What follows belongs to an exercise in optimizing a design on an open flow for small area, a short achievable clock period and few clock cycles per item; a production flow would make more cautious choices.
Where RTL was checked, it was by simulation tests only, not by an equivalence proof against the original.
No activity file was given, so power comes from the tool's default toggle rates.

==> module serial_sorter, before the edit <==
module serial_sorter #(
    parameter WIDTH = 16,
    parameter NUM_NODES = 32
)(
    input  wire             clk,
    input  wire             rst_n,
    input  wire             load_en,
    input  wire [WIDTH-1:0] data_in,
    input  wire             clear,
    output wire             out_vld,
    output wire [NUM_NODES-1:0][WIDTH-1:0] data_out,
    output wire [NUM_NODES-1:0][$clog2(NUM_NODES)-1:0] idx_out
);
    localparam IDX_W = $clog2(NUM_NODES);
    logic [WIDTH-1:0] d2;
    logic [WIDTH-1:0] d2n;           
    logic             l2;
    logic [IDX_W:0]   cnt;           
    logic [NUM_NODES-1:0] c;         
    logic [NUM_NODES-1:0] cn;        
    logic [NUM_NODES-1:0] a;         
    logic             b, bh;         
    function automatic logic lt(input logic [WIDTH-1:0] x, input logic [WIDTH-1:0] y);
        logic [WIDTH-1:0] l, e;
        integer w, k;
        l = ~x & y;
        e = ~(x ^ y);
        for (w = 1; w < WIDTH; w = w * 2)
            for (k = 0; k + w < WIDTH; k = k + 2 * w) begin
                l[k] = l[k + w] | (e[k + w] & l[k]);
                e[k] = e[k + w] & e[k];
            end
        lt = l[0];
    endfunction
    assign out_vld = cnt[IDX_W];
    always_ff @(posedge clk or negedge rst_n) begin
        if (!rst_n) begin
            l2  <= 1'b0;
            cnt <= '0;
        end else begin
            l2 <= load_en;
            if (clear)   cnt <= '0;
            else if (l2) cnt <= cnt + 1'b1;
        end
    end
    always_ff @(posedge clk or negedge rst_n) begin
        if (!rst_n) c <= '1;
        else        c <= load_en ? cn : '1;
    end
    always_ff @(posedge clk) begin
        d2  <= data_in;
        d2n <= ~data_in;
    end
    assign b  = lt(d2, data_in);
    assign bh = lt(~d2n, data_in);
    genvar i;
    generate
        for (i = 0; i < NUM_NODES; i = i + 1) begin : nodes
            wire c_left = (i == 0) ? 1'b1 : c[i-1];
            wire a_left = (i == 0) ? 1'b0 : a[i-1];
            assign a[i]  = (cnt > i) & lt(data_out[i], data_in);
            wire             bi = (i < NUM_NODES / 2) ? b : bh;
            wire [WIDTH-1:0] vi = (i < NUM_NODES / 2) ? d2 : ~d2n;
            assign cn[i] = c[i] ? a[i] : (c_left ? bi : a_left);
            sort_node_act #(.WIDTH(WIDTH), .IDX_W(IDX_W)) node (
                .clk      (clk),
                .keep     (c[i]),
                .ins      (c_left & ~c[i]),
                .shift    (~c_left),
                .new_val  (vi),
                .new_idx  (cnt[IDX_W-1:0]),
                .left_val ((i == 0) ? vi : data_out[i-1]),
                .left_idx ((i == 0) ? cnt[IDX_W-1:0] : idx_out[i-1]),
                .val      (data_out[i]),
                .idx      (idx_out[i])
            );
        end
    endgenerate
endmodule
Settings: LEC_CHECK=0, CAP_MARGIN=20, CORE_MARGIN=2, CORE_UTILIZATION=60, SETUP_SLACK_MARGIN=1.8, SLEW_MARGIN=20; clock period 4.0 ns.
standard.sh (not shown) runs the stock make flow with config.mk's settings and CLKGATE_MAP_FILE= SYNTH_SCRIPT=/design/flow/synth_recipe.tcl, a recipe that flattens the netlist after the stock synthesis.
==> flow/flow/run.sh <==
#!/bin/bash
set -o pipefail
export BUFFER_PORTS_ARGS="-buffer_cell sky130_fd_sc_hd__buf_1"
export CTS_CLUSTER_SIZE=30
export CTS_CLUSTER_DIAMETER=60
bash standard.sh > standard.log 2>&1
Then changed:
--- a/flow/design.v
+++ b/flow/design.v
@@ -34,19 +34,19 @@
     output wire             out_vld,
     output wire [NUM_NODES-1:0][WIDTH-1:0] data_out,
     output wire [NUM_NODES-1:0][$clog2(NUM_NODES)-1:0] idx_out
 );
     localparam IDX_W = $clog2(NUM_NODES);
     logic [WIDTH-1:0] d2;
-    logic [WIDTH-1:0] d2n;           
+    logic [WIDTH-1:0] d2n, d2e, d2ne;
     logic             l2;
     logic [IDX_W:0]   cnt;           
     logic [NUM_NODES-1:0] c;         
     logic [NUM_NODES-1:0] cn;        
     logic [NUM_NODES-1:0] a;         
-    logic             b, bh;         
+    logic [3:0]       bq;            
     function automatic logic lt(input logic [WIDTH-1:0] x, input logic [WIDTH-1:0] y);
         logic [WIDTH-1:0] l, e;
         integer w, k;
         l = ~x & y;
         e = ~(x ^ y);
         for (w = 1; w < WIDTH; w = w * 2)
@@ -71,23 +71,30 @@
         if (!rst_n) c <= '1;
         else        c <= load_en ? cn : '1;
     end
     always_ff @(posedge clk) begin
         d2  <= data_in;
         d2n <= ~data_in;
+        if (load_en) begin
+            d2e  <= data_in;
+            d2ne <= ~data_in;
+        end
     end
-    assign b  = lt(d2, data_in);
-    assign bh = lt(~d2n, data_in);
+    wire [3:0][WIDTH-1:0] dq = {~d2ne, d2e, ~d2n, d2};
+    assign bq[0] = lt(d2, data_in);
+    assign bq[1] = lt(~d2n, data_in);
+    assign bq[2] = lt(d2e, data_in);
+    assign bq[3] = lt(~d2ne, data_in);
     genvar i;
     generate
         for (i = 0; i < NUM_NODES; i = i + 1) begin : nodes
             wire c_left = (i == 0) ? 1'b1 : c[i-1];
             wire a_left = (i == 0) ? 1'b0 : a[i-1];
             assign a[i]  = (cnt > i) & lt(data_out[i], data_in);
-            wire             bi = (i < NUM_NODES / 2) ? b : bh;
-            wire [WIDTH-1:0] vi = (i < NUM_NODES / 2) ? d2 : ~d2n;
+            wire             bi = bq[i * 4 / NUM_NODES];
+            wire [WIDTH-1:0] vi = dq[i * 4 / NUM_NODES];
             assign cn[i] = c[i] ? a[i] : (c_left ? bi : a_left);
             sort_node_act #(.WIDTH(WIDTH), .IDX_W(IDX_W)) node (
                 .clk      (clk),
                 .keep     (c[i]),
                 .ins      (c_left & ~c[i]),
                 .shift    (~c_left),
Outcome: Power decreases by 8.1%. Die area went up by 3.3%. Combinational power fell by 16%. Register-to-register slack is better by 0.07 ns. Utilization is lower by 1.4 points. Fmax rose by 3.3%.
Testbench counts after the change, summed over its fixed seeds: cycles 13,432, items 12,288.
No functional check of the RTL was part of the first run of this note.

* * *

Setup of job 1593:
The RTL this note starts from:
==> flow/design.v <==
module sort_node_act #(
    parameter WIDTH = 16,
    parameter IDX_W = 5
)(
    input  logic             clk,
    input  logic             keep,       
    input  logic             ins,        
    input  logic             shift,      
    input  logic [WIDTH-1:0] new_val,
    input  logic [IDX_W-1:0] new_idx,
    input  logic [WIDTH-1:0] left_val,
    input  logic [IDX_W-1:0] left_idx,
    output logic [WIDTH-1:0] val,
    output logic [IDX_W-1:0] idx
);
    always_ff @(posedge clk) begin
        val <= ({WIDTH{keep}}  & val)
             | ({WIDTH{ins}}   & new_val)
             | ({WIDTH{shift}} & left_val);
        idx <= ({IDX_W{keep}}  & idx)
             | ({IDX_W{ins}}   & new_idx)
             | ({IDX_W{shift}} & left_idx);
    end
endmodule
module serial_sorter #(
    parameter WIDTH = 16,
    parameter NUM_NODES = 32
)(
    input  wire             clk,
    input  wire             rst_n,
    input  wire             load_en,
    input  wire [WIDTH-1:0] data_in,
    input  wire             clear,
    output wire             out_vld,
    output wire [NUM_NODES-1:0][WIDTH-1:0] data_out,
    output wire [NUM_NODES-1:0][$clog2(NUM_NODES)-1:0] idx_out
);
    localparam IDX_W = $clog2(NUM_NODES);
    logic [WIDTH-1:0] d2;
    logic [WIDTH-1:0] d2n, d2e, d2ne;
    logic             l2;
    logic [IDX_W:0]   cnt;           
    logic [NUM_NODES-1:0] c;         
    logic [NUM_NODES-1:0] cn;        
    logic [NUM_NODES-1:0] a;         
    logic [3:0]       bq;            
    function automatic logic lt(input logic [WIDTH-1:0] x, input logic [WIDTH-1:0] y);
        logic [WIDTH-1:0] l, e;
        integer w, k;
        l = ~x & y;
        e = ~(x ^ y);
        for (w = 1; w < WIDTH; w = w * 2)
            for (k = 0; k + w < WIDTH; k = k + 2 * w) begin
                l[k] = l[k + w] | (e[k + w] & l[k]);
                e[k] = e[k + w] & e[k];
            end
        lt = l[0];
    endfunction
    assign out_vld = cnt[IDX_W];
    always_ff @(posedge clk or negedge rst_n) begin
        if (!rst_n) begin
            l2  <= 1'b0;
            cnt <= '0;
        end else begin
            l2 <= load_en;
            if (clear)   cnt <= '0;
            else if (l2) cnt <= cnt + 1'b1;
        end
    end
    always_ff @(posedge clk or negedge rst_n) begin
        if (!rst_n) c <= '1;
        else        c <= load_en ? cn : '1;
    end
    always_ff @(posedge clk) begin
        d2  <= data_in;
        d2n <= ~data_in;
        if (load_en) begin
            d2e  <= data_in;
            d2ne <= ~data_in;
        end
    end
    wire [3:0][WIDTH-1:0] dq = {~d2ne, d2e, ~d2n, d2};
    assign bq[0] = lt(d2, data_in);
    assign bq[1] = lt(~d2n, data_in);
    assign bq[2] = lt(d2e, data_in);
    assign bq[3] = lt(~d2ne, data_in);
    genvar i;
    generate
        for (i = 0; i < NUM_NODES; i = i + 1) begin : nodes
            wire c_left = (i == 0) ? 1'b1 : c[i-1];
            wire a_left = (i == 0) ? 1'b0 : a[i-1];
            assign a[i]  = (cnt > i) & lt(data_out[i], data_in);
            wire             bi = bq[i * 4 / NUM_NODES];
            wire [WIDTH-1:0] vi = dq[i * 4 / NUM_NODES];
            assign cn[i] = c[i] ? a[i] : (c_left ? bi : a_left);
            sort_node_act #(.WIDTH(WIDTH), .IDX_W(IDX_W)) node (
                .clk      (clk),
                .keep     (c[i]),
                .ins      (c_left & ~c[i]),
                .shift    (~c_left),
                .new_val  (vi),
                .new_idx  (cnt[IDX_W-1:0]),
                .left_val ((i == 0) ? vi : data_out[i-1]),
                .left_idx ((i == 0) ? cnt[IDX_W-1:0] : idx_out[i-1]),
                .val      (data_out[i]),
                .idx      (idx_out[i])
            );
        end
    endgenerate
endmodule
module sorter_top (
    input  wire          clk,
    input  wire          rst_n,
    input  wire          load_en,
    input  wire [15:0]   data_in,
    input  wire          clear,
    output wire          out_vld,
    output wire [511:0]  data_out,
    output wire [159:0]  idx_out
);
    localparam WIDTH     = 16;
    localparam NUM_NODES = 32;
    localparam IDX_W     = $clog2(NUM_NODES);
    wire [NUM_NODES-1:0][WIDTH-1:0] data_arr;
    wire [NUM_NODES-1:0][IDX_W-1:0] idx_arr;
    serial_sorter #(
        .WIDTH(WIDTH),
        .NUM_NODES(NUM_NODES)
    ) u_sorter (
        .clk(clk),
        .rst_n(rst_n),
        .load_en(load_en),
        .data_in(data_in),
        .clear(clear),
        .out_vld(out_vld),
        .data_out(data_arr),
        .idx_out(idx_arr)
    );
    assign data_out = data_arr;
    assign idx_out  = idx_arr;
endmodule
clock: 4.0 ns
lec_check: 0
cap_margin: 20
core_margin: 2
core_utilization: 40
setup_slack_margin: 1.8
slew_margin: 20
Scripts as last shown in full above: flow/flow/run.sh
Testbench counts of job 1593, summed over its fixed seeds: cycles 13,432, items 12,288.
What job 9638 does differently from job 1593 at the input level:
==> flow/design.v, changed modules only <==
module serial_sorter #(
    parameter WIDTH = 16,
    parameter NUM_NODES = 32
)(
    input  wire             clk,
    input  wire             rst_n,
    input  wire             load_en,
    input  wire [WIDTH-1:0] data_in,
    input  wire             clear,
    output wire             out_vld,
    output wire [NUM_NODES-1:0][WIDTH-1:0] data_out,
    output wire [NUM_NODES-1:0][$clog2(NUM_NODES)-1:0] idx_out
);
    localparam IDX_W = $clog2(NUM_NODES);
    logic [WIDTH-1:0] d2;
    logic [WIDTH-1:0] d2n;           
    logic             l2;
    logic [IDX_W:0]   cnt;           
    logic [NUM_NODES-1:0] c;         
    logic [NUM_NODES-1:0] cn;        
    logic [NUM_NODES-1:0] a;         
    logic             b, bh;         
    function automatic logic lt(input logic [WIDTH-1:0] x, input logic [WIDTH-1:0] y);
        logic [WIDTH-1:0] l, e;
        integer w, k;
        l = ~x & y;
        e = ~(x ^ y);
        for (w = 1; w < WIDTH; w = w * 2)
            for (k = 0; k + w < WIDTH; k = k + 2 * w) begin
                l[k] = l[k + w] | (e[k + w] & l[k]);
                e[k] = e[k + w] & e[k];
            end
        lt = l[0];
    endfunction
    assign out_vld = cnt[IDX_W];
    always_ff @(posedge clk or negedge rst_n) begin
        if (!rst_n) begin
            l2  <= 1'b0;
            cnt <= '0;
        end else begin
            l2 <= load_en;
            if (clear)   cnt <= '0;
            else if (l2) cnt <= cnt + 1'b1;
        end
    end
    always_ff @(posedge clk or negedge rst_n) begin
        if (!rst_n) c <= '1;
        else        c <= load_en ? cn : '1;
    end
    always_ff @(posedge clk) begin
        d2  <= data_in;
        d2n <= ~data_in;
    end
    assign b  = lt(d2, data_in);
    assign bh = lt(~d2n, data_in);
    genvar i;
    generate
        for (i = 0; i < NUM_NODES; i = i + 1) begin : nodes
            wire c_left = (i == 0) ? 1'b1 : c[i-1];
            wire a_left = (i == 0) ? 1'b0 : a[i-1];
            assign a[i]  = (cnt > i) & lt(data_out[i], data_in);
            wire             bi = (i < NUM_NODES / 2) ? b : bh;
            wire [WIDTH-1:0] vi = (i < NUM_NODES / 2) ? d2 : ~d2n;
            assign cn[i] = c[i] ? a[i] : (c_left ? bi : a_left);
            sort_node_act #(.WIDTH(WIDTH), .IDX_W(IDX_W)) node (
                .clk      (clk),
                .keep     (c[i]),
                .ins      (c_left & ~c[i]),
                .shift    (~c_left),
                .new_val  (vi),
                .new_idx  (cnt[IDX_W-1:0]),
                .left_val ((i == 0) ? vi : data_out[i-1]),
                .left_idx ((i == 0) ? cnt[IDX_W-1:0] : idx_out[i-1]),
                .val      (data_out[i]),
                .idx      (idx_out[i])
            );
        end
    endgenerate
endmodule
- Job 9638 completed end to end with timing, DRC and antenna clean.
- Delta (job 9638 minus job 1593): routed wire length went up by 10%; stage delay of the slowest cell on the critical path went down by 0.12 ns.
- [compare] base=job 1593 new=job 9638: length of routed met2 wiring moved up; logic gate share of total power shows an increase of 4.7 points; starting utilization of the core area neither gained nor lost much.
- Worst setup slack after layout: job 9638 worse than job 1593
- Job 9638 ends up with lower area of placed instances than job 1593 does.
- Job 1593 → job 9638: die footprint -0.0034 sq mm; die boundary height -5.2 um; largest net degree at the start of global routing +1; routed length on met1 +1.1%; total routing usage reported by global routing +4.0 points.
- Delta (job 9638 minus job 1593): total power divided by cell area climbed 94 mW/mm^2; worst path buffer plus inverter count went up by 3.
The RTL of job 9638 was laid out without a check of its function.

afterwards: timing with drivers on the ports:
Ports are ideal in the flow. The routed layouts listed here were re-timed in OpenROAD.
Step 1 (the two cells are an assumption about what drives the block):
set clk [get_ports {clk}]
set_driving_cell -lib_cell sky130_fd_sc_hd__clkbuf_16 $clk
set_driving_cell -lib_cell sky130_fd_sc_hd__buf_2 [delete_from_list [all_inputs] $clk]
Step 2, shift: input delay + t, output delay - t, t = (earliest + latest rising clock arrival at the registers) / 2. This alone moves slack from input paths to output paths.
Slacks: ideal / step 1 / step 2; pairs: ideal / step 1.
run	t, ns	slack for setup (ns)	worst setup path at the end	slew at the worst register clock pin (ns)	cell pins on the clock port's net
the first run of note 1	0.703	1.709 / 1.691 / 1.059	input to register	0.11 / 0.11	1
the second run of note 1	0.724	1.783 / 1.728 / 1.114	input to register	0.10 / 0.10	1
job 1593	0.750	1.819 / 1.748 / 1.060	input to register	0.08 / 0.08	1
job 9638	0.737	1.735 / 1.726 / 1.019	input to register	0.09 / 0.09	1
After both steps every run listed still meets setup and hold. The setup slack of job 1593, which loses most, moves by -0.071 ns with the drivers and by -0.759 ns with both steps.
